Source: an optimization exercise on an open RTL-to-GDS flow (aim: small area and a short achievable clock period). Production flows keep margins and buffers that such runs may drop.
Function was checked by simulation only, so behaviour that the tests miss may differ from the original.
No activity file was given, so power comes from the tool's default toggle rates.

## top
module top(rst,clk,acc,rom_addr,rom_data,ram_we,ram_waddr,ram_wdata);
output [7:0] acc;
input rst,clk;
output [15:0] rom_addr;
input [23:0] rom_data;
output ram_we;
output [7:0] ram_waddr;
output [7:0] ram_wdata;
reg [5:0] s3sel;
reg [10:0] brf;
reg [20:0] opf;
reg [7:0] Rs, Rd;
reg [17:0] f_source0;
reg [16:0] f_dest0;
reg [5:0] f_ctrl1;
reg [1:0] f_op_len;
reg [17:0] source1;
reg [16:0] dest1;
wire [7:0] addr8;
wire [15:0] addr16;
reg  rom_read;
reg  i_ram_read;
reg  e_ram_read;
wire  hazard;
reg [7:0] add_src, add_dst;
reg [7:0] operand;
reg  bv_nr;
reg  bt_nr;
wire  nop_alu;
reg [7:0] data;
reg [7:0] ACC;
reg [7:0] B;
reg [7:0] PSW;
wire [15:0] SP;
wire [15:0] DPTR;
reg [7:0] SPH, DPL, DPH;
reg [7:0] sfrv;
wire [7:0] div_q, div_r;
wire [7:0] da_res;
reg [7:0] m;
reg [7:0] wd;
reg [7:0] A_C, B_C, PSW_C, DPL_C, DPH_C, SPH_C, dd_C;
reg [7:0] dd_branch;
reg c_branch;
wire [7:0] iram_read_data;
reg  R0_valid;
reg  R1_valid;
wire  R_invalid;
reg [7:0] R0;
reg [7:0] R1;
reg [1:0] bank;
reg [1:0] state, next_state, prev_state;
wire [17:0] source0;
reg [17:0] source2,source3,source4;
wire [16:0] dest0;
reg [16:0] dest2,dest3,dest4;
wire [5:0] ctrl1;
reg [5:0] ctrl2,ctrl3;
reg nop2, nop3, nop4;
wire [1:0] op_len;
wire [7:0] f0 = rst ? 8'h00 : rom_data[7:0];
wire [7:0] f1 = rst ? 8'h00 : rom_data[15:8];
wire [7:0] f2 = rst ? 8'h00 : rom_data[23:16];
reg [7:0] ins1, ins2;
reg [17:0] source0_r;
reg [16:0] dest0_r;
reg [5:0] ctrl1_r;
reg [1:0] op_len_r;
reg nop_dec, is_short, is_condbr, is_rjmp, is_ljmp;
always@(posedge clk) begin
  ins1 <= f1; ins2 <= f2;
  source0_r <= f_source0; dest0_r <= f_dest0; ctrl1_r <= f_ctrl1; op_len_r <= f_op_len;
  nop_dec   <= (f0 == 8'h00) || (f0 == 8'b0000_0010);
  ...
Size in the first run: about 8000 cells after synthesis, about 2300 flip-flops.
==> flow/config.mk <==
export PLATFORM = sky130hd
export DESIGN_NAME = top
export DESIGN_NICKNAME = top
export VERILOG_FILES = /design/flow/design.v
export SDC_FILE = /design/flow/constraint.sdc
export NUM_CORES = 4
export LEC_CHECK = 0
export CAP_MARGIN = 45
export CORE_MARGIN = 2
export CORE_UTILIZATION = 70
export CTS_CLUSTER_DIAMETER = 100
export CTS_CLUSTER_SIZE = 22
export PLACE_DENSITY = 0.8
export SLEW_MARGIN = 45
export SYNTH_HIERARCHICAL = 1
==> flow/constraint.sdc <==
create_clock -name core_clock -period 20.0 [get_ports {clk}]
set_input_delay 4.0000 -clock core_clock [delete_from_list [all_inputs] [get_ports {clk}]]
set_output_delay 4.0000 -clock core_clock [all_outputs]
set_load 0.01 [all_outputs]
standard.sh (not shown) runs the stock make flow with config.mk's settings and CLKGATE_MAP_FILE= SYNTH_SCRIPT=/design/flow/synth_recipe.tcl, a recipe that flattens the netlist after the stock synthesis.
==> flow/flow/run.sh <==
#!/bin/bash
# The standard layout, with two changes: timing repair aims past the clock
# period, so that the resizer works on the paths that set the achieved period;
# and the port buffers are plain buffers (sky130_fd_sc_hd__buf_4) that the
# resizer may size, instead of the delay cells buffer_ports picks by itself.
set -euo pipefail
export SETUP_SLACK_MARGIN=12
export TNS_END_PERCENT=100
export BUFFER_PORTS_ARGS="-buffer_cell sky130_fd_sc_hd__buf_4"
bash standard.sh > flow_standard.log 2>&1
Rerun with:
CORE_UTILIZATION = 45   (was 70)
PLACE_DENSITY = 0.6   (was 0.8)
Effect:
- The changed run went through all stages and came out clean
- worst hold slack stays flat
- synthesized cell count stays the same
- non-clock buffer count is lower by 26
- utilization is lower by 27 points
- combinational power is lower by about 4%
- first-iteration DRC count is lower by 18%
- final cell count is higher by 11%
- global-route usage is lower by 15 points
- routed wire length is higher by 4.8%
Rerun with:
--- a/flow/flow/run.sh
+++ b/flow/flow/run.sh
@@ -6,3 +6,3 @@
 set -euo pipefail
-export SETUP_SLACK_MARGIN=12
+export SETUP_SLACK_MARGIN=11.5
 export TNS_END_PERCENT=100
Result:
- global-route usage hardly moves
- synthesized cell count does not change
- sequential share of layout area is about the same
- clock-buffer cell count goes down by 1
Rerun with:
--- a/flow/flow/run.sh
+++ b/flow/flow/run.sh
@@ -6,3 +6,3 @@
 set -euo pipefail
-export SETUP_SLACK_MARGIN=11.5
+export SETUP_SLACK_MARGIN=12
 export TNS_END_PERCENT=100
CORE_UTILIZATION = 60   (was 45)
PLACE_DENSITY = 0.7   (was 0.6)
Result: The changed run finished clean; setup slack improved by 0.0059 ns; worst hold slack improved by 0.0038 ns; clock-buffer cell count is lower by 12; total power is lower slightly; clock power is lower by a little under a tenth; die area is lower by a quarter to a third; combinational power is higher by a few percent; cell count is lower by a few percent; maximum frequency stays flat; via count is higher slightly; sequential power is about the same.

[separate check: timing with driven ports]
No port has a modelled driver above. Below, the same layouts with a new extraction and two added sets of constraints.
Step 1: set_driving_cell puts a clkbuf_16 on clk and a buf_2 on each other input, an assumption about the parent block.
Step 2 adds t to the input delays and takes it off the output delays; t is the mean of the earliest and latest rising clock arrival at the registers after step 1. Input paths then give back, and output paths get back, about the clock's delay inside the block.
Three values: no drivers, after step 1, after step 2; two values: the first two.
| run | shift t [ns] | slack for setup (ns) | worst register clock-pin slew, ns | pins driven straight from the clock port |
|---|---|---|---|---|
| the first run | 0.910 | 11.516 / 11.167 / 11.167 | 0.10 / 0.10 | 1 |
| the second run | 0.908 | 11.475 / 11.241 / 11.236 | 0.10 / 0.10 | 1 |
| the third run | 0.924 | 11.510 / 11.213 / 11.213 | 0.10 / 0.10 | 1 |
| the fourth run | 0.890 | 11.516 / 11.164 / 11.164 | 0.10 / 0.10 | 1 |
After both steps setup and hold are still met in every run listed. For the fourth run, which loses most, drivers alone change the setup slack by -0.352 ns; drivers and shift together by -0.352 ns.
